This is an optimization exercise on Yosys and OpenROAD, whose aim is small area, a short achievable clock period and few clock cycles, not a production implementation.
Where RTL was checked, it was by simulation tests only, not by an equivalence proof against the original.

==> inputs of job 9922 <==
## multiplier
module multiplier ( input  wire clk, start, is_signed,
                    input  wire [31:0] a, b,
                    output wire [63:0] s,
                    output reg  done
                   );
export LEC_CHECK = 0
export CAP_MARGIN = 20
export CORE_MARGIN = 2
export CORE_UTILIZATION = 60
export PLACE_DENSITY = 0.75
export SETUP_SLACK_MARGIN = 3.6
export SLEW_MARGIN = 20
export SYNTH_HIERARCHICAL = 1
create_clock -name core_clock -period 6.0 [get_ports {clk}]
standard.sh (not shown) runs the stock make flow with config.mk's settings and CLKGATE_MAP_FILE= SYNTH_SCRIPT=/design/flow/synth_recipe.tcl, a recipe that flattens the netlist after the stock synthesis.
==> flow/flow/run.sh <==
#!/bin/bash
# The standard layout, with faster port buffers (buf_2 instead of the
# default delay-cell buffer) so register-to-port paths are not limited by them.
set -euo pipefail
bash standard.sh "BUFFER_PORTS_ARGS=-buffer_cell sky130_fd_sc_hd__buf_2" finish > standard_flow.log 2>&1
==> inputs of job 3385, as changes to job 9922 <==
- CORE_UTILIZATION: 60 -> 40
- PLACE_DENSITY: 0.75 -> unset
- SETUP_SLACK_MARGIN: 3.6 -> 4.2
==> inputs of job 8503, as changes to job 9922 <==
==> flow/flow/run.sh (replaced) <==
#!/bin/bash
# The standard layout, with faster port buffers (buf_2 instead of the
# default delay-cell buffer) and power recovery (downsizing of gates with
# slack) after global routing.
set -euo pipefail
bash standard.sh "BUFFER_PORTS_ARGS=-buffer_cell sky130_fd_sc_hd__buf_2" RECOVER_POWER=100 finish > standard_flow.log 2>&1
- CORE_UTILIZATION: 60 -> 40
- PLACE_DENSITY: 0.75 -> unset
- SETUP_SLACK_MARGIN: 3.6 -> 4.2
==> inputs of job 6728, as changes to job 9922 <==
- CORE_UTILIZATION: 60 -> 40
- PLACE_DENSITY: 0.75 -> unset
==> notes <==
Job 6728 passed the timing, design-rule and antenna checks. Job 3385 completed with no timing, DRC or antenna violations. Job 8503 completed, yet does not pass: max-capacitance violations, max-slew violations. Job 9922 completed without violations. Register-to-register slack is about the same in job 3385 and job 6728. Against job 8503, the cell count of job 6728 is lower by about 6%. Routed wire length, highest first: job 8503, job 3385, job 6728, job 9922. Synthesized cell count is the same in job 8503 and job 9922.
Testbench counts of job 9922, summed over its fixed seeds: cycles 9,600.
Testbench counts of job 3385, summed over its fixed seeds: cycles 9,600.
Testbench counts of job 8503, summed over its fixed seeds: cycles 9,600.
Testbench counts of job 6728, summed over its fixed seeds: cycles 9,600.

* * *

==> run a <==
Another version of the RTL of multiplier (not shown whole).
==> flow/config.mk <==
export PLATFORM = sky130hd
export DESIGN_NAME = multiplier
export DESIGN_NICKNAME = multiplier
export VERILOG_FILES = /design/flow/design.v
export SDC_FILE = /design/flow/constraint.sdc
export NUM_CORES = 4
export LEC_CHECK = 0
export CAP_MARGIN = 20
export CORE_MARGIN = 2
export CORE_UTILIZATION = 40
export GPL_TIMING_DRIVEN = 0
export SLEW_MARGIN = 20
export SYNTH_HIERARCHICAL = 1
==> flow/constraint.sdc <==
create_clock -name core_clock -period 6.0 [get_ports {clk}]
set_input_delay 1.2000 -clock core_clock [delete_from_list [all_inputs] [get_ports {clk}]]
set_output_delay 1.2000 -clock core_clock [all_outputs]
set_load 0.01 [all_outputs]
run.sh (not shown) runs the stock make flow with config.mk's settings and CLKGATE_MAP_FILE= SYNTH_SCRIPT=/design/flow/synth_recipe.tcl, a recipe that flattens the netlist after the stock synthesis.
Stock flow here: none of the scripts above is used.
==> run b: changes against run a <==
--- a/flow/design.v
+++ b/flow/design.v
@@ -1169,159 +1169,159 @@
   wire cf1193 = ~pp1170;
   wire cf1194 = ~pp1172;
   wire cf1195 = ~pp1174;
   wire cf1196 = ~pp1176;
   wire cf1197 = ~pp1178;
   wire cf1198 = ~pp1180;
   wire cf1199 = ~pp1182;
   wire h1200, h1201;
-  HA u1202 (b[3], pp77, h1200, h1201);
+  HX u1202 (b[3], pp77, h1200, h1201);
   wire h1203, h1204;
-  HA u1205 (pp10, pp78, h1203, h1204);
+  HX u1205 (pp10, pp78, h1203, h1204);
   wire f1206, f1207;
   FX u1208 (b[5], pp12, pp149, f1206, f1207);
   wire h1209, h1210;
-  HA u1211 (pp80, h1204, h1209, h1210);
+  HX u1211 (pp80, h1204, h1209, h1210);
   wire f1212, f1213;
   FX u1214 (pp14, pp150, pp82, f1212, f1213);
   wire h1215, h1216;
-  HA u1217 (f1207, f1212, h1215, h1216);
+  HX u1217 (f1207, f1212, h1215, h1216);
   wire f1218, f1219;
   FX u1220 (b[7], pp152, pp16, f1218, f1219);
   wire f1221, f1222;
   FX u1223 (pp221, pp84, f1213, f1221, f1222);
   wire h1224, h1225;
-  HA u1226 (f1218, f1221, h1224, h1225);
+  HX u1226 (f1218, f1221, h1224, h1225);
   wire f1227, f1228;
   FX u1229 (pp154, pp18, pp222, f1227, f1228);
   wire f1230, f1231;
   FX u1232 (pp86, f1219, f1227, f1230, f1231);
   wire h1233, h1234;
-  HA u1235 (f1222, f1230, h1233, h1234);
+  HX u1235 (f1222, f1230, h1233, h1234);
   wire f1236, f1237;
   FX u1238 (b[9], pp156, pp20, f1236, f1237);
   wire f1239, f1240;
   FX u1241 (pp224, pp293, pp88, f1239, f1240);
   wire f1242, f1243;
   FX u1244 (f1228, f1236, f1239, f1242, f1243);
   wire h1245, h1246;
-  HA u1247 (f1231, f1242, h1245, h1246);
+  HX u1247 (f1231, f1242, h1245, h1246);
   wire f1248, f1249;
   FX u1250 (pp158, pp22, pp226, f1248, f1249);
   wire f1251, f1252;
   FX u1253 (pp294, pp90, f1237, f1251, f1252);
   wire f1254, f1255;
   FX u1256 (f1240, f1248, f1251, f1254, f1255);
   wire h1257, h1258;
-  HA u1259 (f1243, f1254, h1257, h1258);
+  HX u1259 (f1243, f1254, h1257, h1258);
   wire f1260, f1261;
   FX u1262 (b[11], pp160, pp228, f1260, f1261);
   wire f1263, f1264;
   FX u1265 (pp24, pp296, pp365, f1263, f1264);
   wire f1266, f1267;
   FX u1268 (pp92, f1249, f1260, f1266, f1267);
   wire f1269, f1270;
   FX u1271 (f1263, f1252, f1266, f1269, f1270);
   wire h1272, h1273;
-  HA u1274 (f1255, f1269, h1272, h1273);
+  HX u1274 (f1255, h1258, h1272, h1273);
   wire f1275, f1276;
   FX u1277 (pp162, pp230, pp26, f1275, f1276);
   wire f1278, f1279;
   FX u1280 (pp298, pp366, pp94, f1278, f1279);
   wire f1281, f1282;
   FX u1283 (f1261, f1264, f1275, f1281, f1282);
   wire f1284, f1285;
   FX u1286 (f1278, f1267, f1281, f1284, f1285);
   wire h1287, h1288;
-  HA u1289 (f1270, f1284, h1287, h1288);
+  HX u1289 (f1270, f1284, h1287, h1288);
   wire f1290, f1291;
   FX u1292 (b[13], pp164, pp232, f1290, f1291);
   wire f1293, f1294;
   FX u1295 (pp28, pp300, pp368, f1293, f1294);
   wire f1296, f1297;
   FX u1298 (pp437, pp96, f1276, f1296, f1297);
   wire f1299, f1300;
   FX u1301 (f1279, f1290, f1293, f1299, f1300);
   wire f1302, f1303;
   FX u1304 (f1296, f1282, f1299, f1302, f1303);
   wire h1305, h1306;
-  HA u1307 (f1285, f1302, h1305, h1306);
+  HX u1307 (f1285, f1302, h1305, h1306);
   wire f1308, f1309;
   FX u1310 (pp166, pp234, pp30, f1308, f1309);
   wire f1311, f1312;
   FX u1313 (pp302, pp370, pp438, f1311, f1312);
   wire f1314, f1315;
   FX u1316 (pp98, f1291, f1294, f1314, f1315);
   wire f1317, f1318;
   FX u1319 (f1308, f1311, f1297, f1317, f1318);
   wire f1320, f1321;
   FX u1322 (f1300, f1314, f1317, f1320, f1321);
   wire h1323, h1324;
-  HA u1325 (f1303, f1320, h1323, h1324);
+  HX u1325 (f1303, f1320, h1323, h1324);
   wire f1326, f1327;
   FX u1328 (b[15], pp100, pp168, f1326, f1327);
   wire f1329, f1330;
   FX u1331 (pp236, pp304, pp32, f1329, f1330);
   wire f1332, f1333;
   FX u1334 (pp372, pp440, pp509, f1332, f1333);
   wire f1335, f1336;
   FX u1337 (f1309, f1312, f1326, f1335, f1336);
   wire f1338, f1339;
   FX u1340 (f1329, f1332, f1315, f1338, f1339);
   wire f1341, f1342;
   FX u1343 (f1335, f1338, f1318, f1341, f1342);
   wire h1344, h1345;
-  HA u1346 (f1321, f1341, h1344, h1345);
+  HX u1346 (f1321, f1341, h1344, h1345);
   wire f1347, f1348;
   FX u1349 (pp102, pp170, pp238, f1347, f1348);
   wire f1350, f1351;
   FX u1352 (pp306, pp34, pp374, f1350, f1351);
   wire f1353, f1354;
   FX u1355 (pp442, pp510, f1327, f1353, f1354);
   wire f1356, f1357;
   FX u1358 (f1330, f1333, f1347, f1356, f1357);
   wire f1359, f1360;
   FX u1361 (f1350, f1353, f1336, f1359, f1360);
   wire f1362, f1363;
   FX u1364 (f1356, f1359, f1339, f1362, f1363);
   wire h1365, h1366;
-  HA u1367 (f1342, f1362, h1365, h1366);
+  HX u1367 (f1342, f1362, h1365, h1366);
   wire f1368, f1369;
   FX u1370 (b[17], pp104, pp172, f1368, f1369);
   wire f1371, f1372;
   FX u1373 (pp240, pp308, pp36, f1371, f1372);
   wire f1374, f1375;
   FX u1376 (pp376, pp444, pp512, f1374, f1375);
   wire f1377, f1378;
   FX u1379 (pp581, f1348, f1351, f1377, f1378);
   wire f1380, f1381;
   FX u1382 (f1368, f1371, f1374, f1380, f1381);
   wire f1383, f1384;
   FX u1385 (f1354, f1357, f1377, f1383, f1384);
   wire f1386, f1387;
   FX u1388 (f1380, f1360, f1383, f1386, f1387);
   wire h1389, h1390;
-  HA u1391 (f1363, f1386, h1389, h1390);
+  HX u1391 (f1363, f1386, h1389, h1390);
   wire f1392, f1393;
   FX u1394 (pp106, pp174, pp242, f1392, f1393);
   wire f1395, f1396;
   FX u1397 (pp310, pp378, pp38, f1395, f1396);
   wire f1398, f1399;
   FX u1400 (pp446, pp514, pp582, f1398, f1399);
   wire f1401, f1402;
   FX u1403 (f1369, f1372, f1375, f1401, f1402);
   wire f1404, f1405;
   FX u1406 (f1392, f1395, f1398, f1404, f1405);
   wire f1407, f1408;
   FX u1409 (f1378, f1381, f1401, f1407, f1408);
   wire f1410, f1411;
   FX u1412 (f1404, f1384, f1407, f1410, f1411);
   wire h1413, h1414;
-  HA u1415 (f1387, f1410, h1413, h1414);
+  HX u1415 (f1387, f1410, h1413, h1414);
   wire f1416, f1417;
   FX u1418 (b[19], pp108, pp176, f1416, f1417);
   wire f1419, f1420;
   FX u1421 (pp244, pp312, pp380, f1419, f1420);
   wire f1422, f1423;
   FX u1424 (pp40, pp448, pp516, f1422, f1423);
   wire f1425, f1426;
   FX u1427 (pp584, pp653, f1393, f1425, f1426);
@@ -1329,17 +1329,17 @@
   FX u1430 (f1396, f1399, f1416, f1428, f1429);
   wire f1431, f1432;
   FX u1433 (f1419, f1422, f1425, f1431, f1432);
   wire f1434, f1435;
   FX u1436 (f1402, f1405, f1428, f1434, f1435);
   wire f1437, f1438;
   FX u1439 (f1431, f1408, f1434, f1437, f1438);
   wire h1440, h1441;
-  HA u1442 (f1411, f1437, h1440, h1441);
+  HX u1442 (f1411, f1437, h1440, h1441);
   wire f1443, f1444;
   FX u1445 (pp110, pp178, pp246, f1443, f1444);
   wire f1446, f1447;
   FX u1448 (pp314, pp382, pp42, f1446, f1447);
   wire f1449, f1450;
   FX u1451 (pp450, pp518, pp586, f1449, f1450);
   wire f1452, f1453;
   FX u1454 (pp654, f1417, f1420, f1452, f1453);
@@ -1347,17 +1347,17 @@
   FX u1457 (f1423, f1443, f1446, f1455, f1456);
   wire f1458, f1459;
   FX u1460 (f1449, f1426, f1429, f1458, f1459);
   wire f1461, f1462;
   FX u1463 (f1452, f1455, f1432, f1461, f1462);
   wire f1464, f1465;
   FX u1466 (f1458, f1435, f1461, f1464, f1465);
   wire h1467, h1468;
-  HA u1469 (f1438, f1464, h1467, h1468);
+  HX u1469 (f1438, f1464, h1467, h1468);
   wire f1470, f1471;
   FX u1472 (b[21], pp112, pp180, f1470, f1471);
   wire f1473, f1474;
   FX u1475 (pp248, pp316, pp384, f1473, f1474);
   wire f1476, f1477;
   FX u1478 (pp44, pp452, pp520, f1476, f1477);
   wire f1479, f1480;
   FX u1481 (pp588, pp656, pp725, f1479, f1480);
@@ -1367,17 +1367,17 @@
   FX u1487 (f1470, f1473, f1476, f1485, f1486);
   wire f1488, f1489;
   FX u1490 (f1479, f1453, f1456, f1488, f1489);
   wire f1491, f1492;
   FX u1493 (f1482, f1485, f1488, f1491, f1492);
   wire f1494, f1495;
   FX u1496 (f1459, f1462, f1491, f1494, f1495);
   wire h1497, h1498;
-  HA u1499 (f1465, f1494, h1497, h1498);
+  HX u1499 (f1465, f1494, h1497, h1498);
   wire f1500, f1501;
   FX u1502 (pp114, pp182, pp250, f1500, f1501);
   wire f1503, f1504;
   FX u1505 (pp318, pp386, pp454, f1503, f1504);
   wire f1506, f1507;
   FX u1508 (pp46, pp522, pp590, f1506, f1507);
   wire f1509, f1510;
   FX u1511 (pp658, pp726, f1471, f1509, f1510);
@@ -1387,17 +1387,17 @@
   FX u1517 (f1500, f1503, f1506, f1515, f1516);
   wire f1518, f1519;
   FX u1520 (f1509, f1483, f1486, f1518, f1519);
   wire f1521, f1522;
   FX u1523 (f1512, f1515, f1518, f1521, f1522);
   wire f1524, f1525;
   FX u1526 (f1489, f1521, f1492, f1524, f1525);
   wire h1527, h1528;
-  HA u1529 (f1495, f1524, h1527, h1528);
+  HX u1529 (f1495, f1524, h1527, h1528);
   wire f1530, f1531;
   FX u1532 (b[23], pp116, pp184, f1530, f1531);
   wire f1533, f1534;
   FX u1535 (pp252, pp320, pp388, f1533, f1534);
   wire f1536, f1537;
   FX u1538 (pp456, pp48, pp524, f1536, f1537);
   wire f1539, f1540;
   FX u1541 (pp592, pp660, pp728, f1539, f1540);
@@ -1409,17 +1409,17 @@
   FX u1550 (f1536, f1539, f1510, f1548, f1549);
   wire f1551, f1552;
   FX u1553 (f1513, f1516, f1542, f1551, f1552);
   wire f1554, f1555;
   FX u1556 (f1545, f1548, f1519, f1554, f1555);
   wire f1557, f1558;
   FX u1559 (f1551, f1554, f1522, f1557, f1558);
   wire h1560, h1561;
-  HA u1562 (f1557, f1525, h1560, h1561);
+  HX u1562 (f1557, f1525, h1560, h1561);
   wire f1563, f1564;
   FX u1565 (pp118, pp186, pp254, f1563, f1564);
   wire f1566, f1567;
   FX u1568 (pp322, pp390, pp458, f1566, f1567);
   wire f1569, f1570;
   FX u1571 (pp50, pp526, pp594, f1569, f1570);
   wire f1572, f1573;
   FX u1574 (pp662, pp730, pp798, f1572, f1573);
@@ -1431,17 +1431,17 @@
   FX u1583 (f1569, f1572, f1543, f1581, f1582);
   wire f1584, f1585;
   FX u1586 (f1546, f1575, f1578, f1584, f1585);
   wire f1587, f1588;
   FX u1589 (f1581, f1549, f1552, f1587, f1588);
   wire f1590, f1591;
   FX u1592 (f1584, f1587, f1555, f1590, f1591);
   wire h1593, h1594;
-  HA u1595 (f1558, f1590, h1593, h1594);
+  HX u1595 (f1558, f1590, h1593, h1594);
   wire f1596, f1597;
   FX u1598 (b[25], pp120, pp188, f1596, f1597);
   wire f1599, f1600;
   FX u1601 (pp256, pp324, pp392, f1599, f1600);
   wire f1602, f1603;
   FX u1604 (pp460, pp52, pp528, f1602, f1603);
   wire f1605, f1606;
   FX u1607 (pp596, pp664, pp732, f1605, f1606);
@@ -1455,17 +1455,17 @@
   FX u1619 (f1605, f1608, f1576, f1617, f1618);
   wire f1620, f1621;
   FX u1622 (f1579, f1611, f1614, f1620, f1621);
   wire f1623, f1624;
   FX u1625 (f1617, f1582, f1585, f1623, f1624);
   wire f1626, f1627;
   FX u1628 (f1620, f1623, f1588, f1626, f1627);
   wire h1629, h1630;
-  HA u1631 (f1591, f1626, h1629, h1630);
+  HX u1631 (f1591, f1626, h1629, h1630);
   wire f1632, f1633;
   FX u1634 (pp122, pp190, pp258, f1632, f1633);
   wire f1635, f1636;
   FX u1637 (pp326, pp394, pp462, f1635, f1636);
   wire f1638, f1639;
   FX u1640 (pp530, pp54, pp598, f1638, f1639);
   wire f1641, f1642;
   FX u1643 (pp666, pp734, pp802, f1641, f1642);
@@ -1479,17 +1479,17 @@
   FX u1655 (f1609, f1612, f1615, f1653, f1654);
   wire f1656, f1657;
   FX u1658 (f1644, f1647, f1650, f1656, f1657);
   wire f1659, f1660;
   FX u1661 (f1618, f1653, f1621, f1659, f1660);
   wire f1662, f1663;
   FX u1664 (f1656, f1659, f1624, f1662, f1663);
   wire h1665, h1666;
-  HA u1667 (f1627, f1662, h1665, h1666);
+  HX u1667 (f1627, f1662, h1665, h1666);
   wire f1668, f1669;
   FX u1670 (b[27], pp124, pp192, f1668, f1669);
   wire f1671, f1672;
   FX u1673 (pp260, pp328, pp396, f1671, f1672);
   wire f1674, f1675;
   FX u1676 (pp464, pp532, pp56, f1674, f1675);
   wire f1677, f1678;
   FX u1679 (pp600, pp668, pp736, f1677, f1678);
@@ -1505,17 +1505,17 @@
   FX u1694 (f1645, f1648, f1651, f1692, f1693);
   wire f1695, f1696;
   FX u1697 (f1683, f1686, f1689, f1695, f1696);
   wire f1698, f1699;
   FX u1700 (f1654, f1657, f1692, f1698, f1699);
   wire f1701, f1702;
   FX u1703 (f1695, f1660, f1698, f1701, f1702);
   wire h1704, h1705;
-  HA u1706 (f1663, f1701, h1704, h1705);
+  HX u1706 (f1663, f1701, h1704, h1705);
   wire f1707, f1708;
   FX u1709 (pp126, pp194, pp262, f1707, f1708);
   wire f1710, f1711;
   FX u1712 (pp330, pp398, pp466, f1710, f1711);
   wire f1713, f1714;
   FX u1715 (pp534, pp58, pp602, f1713, f1714);
   wire f1716, f1717;
   FX u1718 (pp670, pp738, pp806, f1716, f1717);
@@ -1531,17 +1531,17 @@
   FX u1733 (f1684, f1687, f1690, f1731, f1732);
   wire f1734, f1735;
   FX u1736 (f1722, f1725, f1728, f1734, f1735);
   wire f1737, f1738;
   FX u1739 (f1693, f1696, f1731, f1737, f1738);
   wire f1740, f1741;
   FX u1742 (f1734, f1699, f1737, f1740, f1741);
   wire h1743, h1744;
-  HA u1745 (f1702, f1740, h1743, h1744);
+  HX u1745 (f1702, f1740, h1743, h1744);
   wire f1746, f1747;
   FX u1748 (b[29], pp1013, pp128, f1746, f1747);
   wire f1749, f1750;
   FX u1751 (pp196, pp264, pp332, f1749, f1750);
   wire f1752, f1753;
   FX u1754 (pp400, pp468, pp536, f1752, f1753);
   wire f1755, f1756;
   FX u1757 (pp60, pp604, pp672, f1755, f1756);
@@ -1559,17 +1559,17 @@
   FX u1775 (f1726, f1761, f1764, f1773, f1774);
   wire f1776, f1777;
   FX u1778 (f1767, f1729, f1770, f1776, f1777);
   wire f1779, f1780;
   FX u1781 (f1732, f1735, f1773, f1779, f1780);
   wire f1782, f1783;
   FX u1784 (f1776, f1738, f1779, f1782, f1783);
   wire h1785, h1786;
-  HA u1787 (f1741, f1782, h1785, h1786);
+  HX u1787 (f1741, f1782, h1785, h1786);
   wire f1788, f1789;
   FX u1790 (pp1014, pp130, pp198, f1788, f1789);
   wire f1791, f1792;
   FX u1793 (pp266, pp334, pp402, f1791, f1792);
   wire f1794, f1795;
   FX u1796 (pp470, pp538, pp606, f1794, f1795);
   wire f1797, f1798;
   FX u1799 (pp62, pp674, pp742, f1797, f1798);
@@ -1587,17 +1587,17 @@
   FX u1817 (f1768, f1803, f1806, f1815, f1816);
   wire f1818, f1819;
   FX u1820 (f1809, f1771, f1812, f1818, f1819);
   wire f1821, f1822;
   FX u1823 (f1774, f1815, f1777, f1821, f1822);
   wire f1824, f1825;
   FX u1826 (f1818, f1780, f1821, f1824, f1825);
   wire h1827, h1828;
-  HA u1829 (f1783, f1824, h1827, h1828);
+  HX u1829 (f1783, f1824, h1827, h1828);
   wire f1830, f1831;
   FX u1832 (b[31], pp1016, pp1085, f1830, f1831);
   wire f1833, f1834;
   FX u1835 (pp132, pp200, pp268, f1833, f1834);
   wire f1836, f1837;
   FX u1838 (pp336, pp404, pp472, f1836, f1837);
   wire f1839, f1840;
   FX u1841 (pp540, pp608, pp64, f1839, f1840);
@@ -1617,17 +1617,17 @@
   FX u1862 (f1810, f1848, f1851, f1860, f1861);
   wire f1863, f1864;
   FX u1865 (f1854, f1857, f1813, f1863, f1864);
   wire f1866, f1867;
   FX u1868 (f1816, f1860, f1819, f1866, f1867);
   wire f1869, f1870;
   FX u1871 (f1863, f1866, f1822, f1869, f1870);
   wire h1872, h1873;
-  HA u1874 (f1825, f1869, h1872, h1873);
+  HX u1874 (f1825, f1869, h1872, h1873);
   wire f1875, f1876;
   FX u1877 (pp1018, pp1086, pp134, f1875, f1876);
   wire f1878, f1879;
   FX u1880 (pp202, pp270, pp338, f1878, f1879);
   wire f1881, f1882;
   FX u1883 (pp406, pp474, pp542, f1881, f1882);
   wire f1884, f1885;
   FX u1886 (pp610, pp66, pp678, f1884, f1885);
@@ -1647,17 +1647,17 @@
   FX u1907 (f1890, f1893, f1896, f1905, f1906);
   wire f1908, f1909;
   FX u1910 (f1899, f1858, f1861, f1908, f1909);
   wire f1911, f1912;
   FX u1913 (f1902, f1905, f1864, f1911, f1912);
   wire f1914, f1915;
   FX u1916 (f1908, f1911, f1867, f1914, f1915);
   wire h1917, h1918;
-  HA u1919 (f1914, f1870, h1917, h1918);
+  HX u1919 (f1914, f1870, h1917, h1918);
   wire f1920, f1921;
   FX u1922 (pp1152, pp1020, pp1088, f1920, f1921);
   wire f1923, f1924;
   FX u1925 (pp136, pp204, pp272, f1923, f1924);
   wire f1926, f1927;
   FX u1928 (pp340, pp408, pp476, f1926, f1927);
   wire f1929, f1930;
   FX u1931 (pp544, pp612, pp68, f1929, f1930);
@@ -2206,17 +2206,17 @@
   PGN u2745 (h1216, h1224, g2743, g2744);
   wire g2746, g2747;
   PGN u2748 (h1225, h1233, g2746, g2747);
   wire g2749, g2750;
   PGN u2751 (h1234, h1245, g2749, g2750);
   wire g2752, g2753;
   PGN u2754 (h1246, h1257, g2752, g2753);
   wire g2755, g2756;
-  PGN u2757 (h1258, h1272, g2755, g2756);
+  PGN u2757 (f1269, h1272, g2755, g2756);
   wire g2758, g2759;
   PGN u2760 (h1273, h1287, g2758, g2759);
   wire g2761, g2762;
   PGN u2763 (h1288, h1305, g2761, g2762);
   wire g2764, g2765;
   PGN u2766 (h1306, h1323, g2764, g2765);
   wire g2767, g2768;
   PGN u2769 (h1324, h1344, g2767, g2768);
@@ -3057,18 +3057,31 @@
   assign s = x ^ y ^ z;
   assign c = (x & y) | (x & z) | (y & z);
 endmodule
 module ENC (input wire b2, b1, b0, output wire one, two);
   assign one = b1 ^ b0;
   assign two = (b2 & ~b1 & ~b0) | (~b2 & b1 & b0);
 endmodule
 module PGN (input wire x, y, output wire pn, gn);
-  assign pn = ~(x ^ y);
-  assign gn = ~(x & y);
+  XN2 p (x, y, pn);
+  ND2 g (x, y, gn);
+endmodule
+module XN2 (input wire x, y, output wire s);
+  assign s = ~(x ^ y);
+endmodule
+module ND2 (input wire x, y, output wire s);
+  assign s = ~(x & y);
+endmodule
+module HX (input wire x, y, output wire s, c);
+  X2 u1 (x, y, s);
+  AN2 u2 (x, y, c);
+endmodule
+module AN2 (input wire x, y, output wire s);
+  assign s = x & y;
 endmodule
 module FX (input wire x, y, z, output wire s, c);
   wire t;
   X2 x1 (x, y, t);
   X2 x2 (t, z, s);
   MAJ m (x, y, z, c);
 endmodule
 module X2 (input wire x, y, output wire s);
Settings changed: SETUP_SLACK_MARGIN from default to 0.7.
==> comparison table <==
item	run a	run b
Routed length per instance	25.3 µm	26.0 µm
Endpoint arrival time on the critical path	6.47 ns	6.45 ns
Detailed-routing wirelength on met1	55900 µm	56900 µm
Status	finished with violations	finished with violations
Layout check failures	negative setup slack	negative setup slack
Detail Route met3 WL	11500 µm	11700 µm
Placement row count	107	106
Final wirelength	139000 µm	145000 µm
Seq/total area	3.96%	3.79%
Slew of the pin with the lowest slew margin	0.831 ns	0.845 ns
Overall die width	296 µm	295 µm
Minimum hold slack	1.16 ns	1.24 ns
Cell total after placement	4949	4895
Maximum number of pins on one net before global-route repair	57	48
M3 GR Usage	4.59%	4.57%
Non-clock buffering overhead	16.7%	19.1%
Area fraction of clock buffers and clock inverters	0.709%	0.647%
Vias post-DR	32579	33194
Total standard cell area after synthesis	0.0342 mm²	0.0338 mm²
Testbench counts of run b, summed over its fixed seeds: cycles 1,600.
The RTL of run a was laid out without a check of its function.

## static timing again, ports no longer ideal
The results above use ideal ports. As a check the final layouts listed here were re-extracted and re-timed, cells and wires unchanged. Step 1 sets driving cells, clkbuf_16 on the clock port and buf_2 on the other inputs (assumed; they add their load-dependent delay and slew). Step 2 times the ports against the registers' clock, not the clock port: input delays grow and output delays shrink by t, the midpoint of the rising clock arrivals with the driver on. Three values: ideal, step 1, step 2; two values: the first two.
| run | shift t [ns] | setup WS [ns] | worst data-port slew with drivers (ns) |
|---|---|---|---|
| job 9922 | 0.502 | 3.471 / 3.471 / 3.145 | 0.04 |
| job 3385 | 0.536 | 3.530 / 3.530 / 3.447 | 0.33 |
| job 8503 | 0.536 | 2.037 / 1.851 / 1.315 | 0.26 |
| job 6728 | 0.533 | 3.517 / 3.517 / 3.181 | 0.05 |
| run a | 0.403 | -0.388 / -0.424 / -0.827 | 0.25 |
| run b | 0.397 | -0.303 / -0.374 / -0.770 | 0.29 |
For job 8503, which loses most, drivers alone change the setup slack by -0.186 ns; drivers and shift together by -0.722 ns.
